Context: an optimization exercise on an open-source flow, tuned for small area and a short achievable clock period. The choices shown serve that exercise and are no tape-out recipe.
In this exercise RTL edits were held to simulation tests only and were not proved equivalent to the original.
Power and IR drop assume default switching activity.

==> v36: inputs <==
// DALU
module DALU(clk, rst, in_valid, instruction, out_valid, out);
input clk, rst, in_valid;
input [18:0] instruction;
output [15:0] out;
output reg out_valid;
wire [18:0] ins = instruction;
wire [2:0] op = ins[18:16];
wire [5:0] s = ins[15:10];
wire [3:0] f = ins[3:0];
wire op0 = op == 3'd0, mo1 = op == 3'd1, mo2 = op == 3'd2, mo3 = op == 3'd3, mo4 = op == 3'd4;
wire mlog = op0 & (f == 4'd0 | f == 4'd1 | f == 4'd2);
wire madd = op0 & (f == 4'd3);
wire msub = op0 & (f == 4'd4);
wire selAs = madd | msub | mo3 | mo4;
wire [5:0] tt = ins[9:4];
wire [5:0] lg = f[1] ? (s ^ tt) : f[0] ? (s | tt) : (s & tt);
wire pass = (op0 & (f <= 4'd4)) | mo3 | mo4;
wire [10:0] sum;
wire a0 = ins[0] ^ 1'b0;
wire a1 = (ins[1] & ~ins[0] & ~1'b0) | (~ins[1] & ins[0] & 1'b0);
wire a2 = ((a0 & ins[4]) | (a1 & 1'b0)) ^ ins[1];
wire a3 = ((a0 & ins[5]) | (a1 & ins[4])) ^ ins[1];
wire a4 = ((a0 & ins[6]) | (a1 & ins[5])) ^ ins[1];
wire a5 = ((a0 & ins[7]) | (a1 & ins[6])) ^ ins[1];
wire a6 = ((a0 & ins[8]) | (a1 & ins[7])) ^ ins[1];
wire a7 = ((a0 & ins[9]) | (a1 & ins[8])) ^ ins[1];
wire a8 = ((a0 & ins[9]) | (a1 & ins[9])) ^ ins[1];
wire a9 = ins[2] ^ ins[1];
wire a10 = (ins[3] & ~ins[2] & ~ins[1]) | (~ins[3] & ins[2] & ins[1]);
wire a11 = ((a9 & ins[4]) | (a10 & 1'b0)) ^ ins[3];
wire a12 = ((a9 & ins[5]) | (a10 & ins[4])) ^ ins[3];
wire a13 = ((a9 & ins[6]) | (a10 & ins[5])) ^ ins[3];
wire a14 = ((a9 & ins[7]) | (a10 & ins[6])) ^ ins[3];
wire a15 = ((a9 & ins[8]) | (a10 & ins[7])) ^ ins[3];
wire a16 = ((a9 & ins[9]) | (a10 & ins[8])) ^ ins[3];
wire a17 = ((a9 & ins[9]) | (a10 & ins[9])) ^ ins[3];
wire a18 = (selAs & s[0]) | (mo1 & a2) | (mlog & lg[0]);
wire a19 = (madd & ins[4]) | (msub & ~ins[4]) | (mo3 & ins[0]) | (mo4 & ~ins[0]);
wire a20 = (selAs & s[1]) | (mo1 & a3) | (mlog & lg[1]);
wire a21 = (madd & ins[5]) | (msub & ~ins[5]) | (mo3 & ins[1]) | (mo4 & ~ins[1]);
  ...
Settings: LEC_CHECK=0, CAP_MARGIN=20, CORE_MARGIN=2, CORE_UTILIZATION=40, SLEW_MARGIN=20, SYNTH_HIERARCHICAL=1, SYNTH_MINIMUM_KEEP_SIZE=0; clock period 9.0 ns.
run.sh (not shown) runs the stock make flow with config.mk's settings and CLKGATE_MAP_FILE= SYNTH_SCRIPT=/design/flow/synth_recipe.tcl, a recipe that flattens the netlist after the stock synthesis.
==> v26: changes against v36 <==
SETUP_SLACK_MARGIN = 5   (was unset)
==> v12: changes against v36 <==
==> flow/flow/run.sh (new file) <==
#!/bin/bash
# The standard layout, with the port buffers made of buf_2 cells instead of
# the resizer's default choice (a slow delay cell).
set -euo pipefail
echo 'export BUFFER_PORTS_ARGS = -buffer_cell sky130_fd_sc_hd__buf_2' >> config.mk
bash standard.sh finish > flow.log 2>&1
==> flow/standard.sh (new file) <==
#!/bin/bash
# synth_recipe.tcl (not shown) runs the flow's synth.tcl, then flattens the netlist and writes it again
# the make line also repeats each setting of config.mk as NAME=value (left out here)
make -C /OpenROAD-flow-scripts/flow DESIGN_CONFIG=/design/flow/config.mk WORK_HOME=/design/flow/orfs CLKGATE_MAP_FILE= SYNTH_SCRIPT=/design/flow/synth_recipe.tcl "${@:-finish}"
BUFFER_PORTS_ARGS = -buffer_cell sky130_fd_sc_hd__buf_2   (was unset)
SETUP_SLACK_MARGIN = 5   (was unset)
removed: flow/run.sh
==> impl_results.md <==
* Worst slack, placed at 2.56 ns
* Cell count after placement at 646
* Dpl cell area at 4990 sq um
* P_comb at 0.713 mW
* DPL Wire Length at 8120 microns
* Origin of the worst setup path: instruction[15]
* Met2 wire length at 5380 microns
* Routability cong. at 0.871
* GRT Overall Usage at 0.198
* First-pass GRT wire length at 19000 microns
* Grt met3 use at 0.0300
* Internal power at 0.699 mW
* Outcome: finished clean
(the above is from v26)
==> impl_results.md <==
* Internal power at 0.588 mW
* DPL Wire Length at 7840 microns
* Outcome: finished clean
* Routability cong. at 0.865
* Cell count after placement at 647
* Origin of the worst setup path: instruction[16]
* Dpl cell area at 4890 sq um
* Grt met3 use at 0.0241
(the above is from v36)
==> impl_results.md <==
* P_comb at 0.690 mW
* Origin of the worst setup path: instruction[2]
* Internal power at 0.624 mW
* Worst slack, placed at 3.20 ns
* Routability cong. at 0.925
* GRT Overall Usage at 0.194
* Met2 wire length at 5380 microns
* WHS at 0.451 ns
* Grt met3 use at 0.0176
* Critical Path End: y[10]
* Fin. Hold Viols at 0
* Dpl cell area at 4790 sq um
* Outcome: finished clean
* Clock Power at 0.124 mW
* Non-clk buf share at 0.120
* Drt first-iter violations at 281
* Drt first pass iters at 5
(the above is from v12)

[afterwards: timing with drivers on the ports]
Ports are ideal in the flow. The routed layouts listed here were re-timed in OpenROAD. Step 1: set_driving_cell puts a clkbuf_16 on clk and a buf_2 on each other input, an assumption about the parent block. Step 2 moves the port delays by t, midway between the first and last clock arrival at a register: inputs arrive t later, outputs are due t later. That takes back most of the time a late clock gives input paths. Three values: ideal ports, drivers, drivers and shift; two values: the first two.
run	t (ns)	setup slack, ns	slew at the worst register clock pin (ns)	pins driven straight from the clock port
v36	0.325	2.483 / 2.490 / 2.166	0.09 / 0.09	1
v26	0.316	4.145 / 4.139 / 3.823	0.08 / 0.08	1
v12	0.312	4.135 / 4.072 / 3.760	0.08 / 0.08	1
After both steps setup and hold are still met in every run listed. The setup slack of v12, which loses most, moves by -0.063 ns with the drivers and by -0.375 ns with both steps.
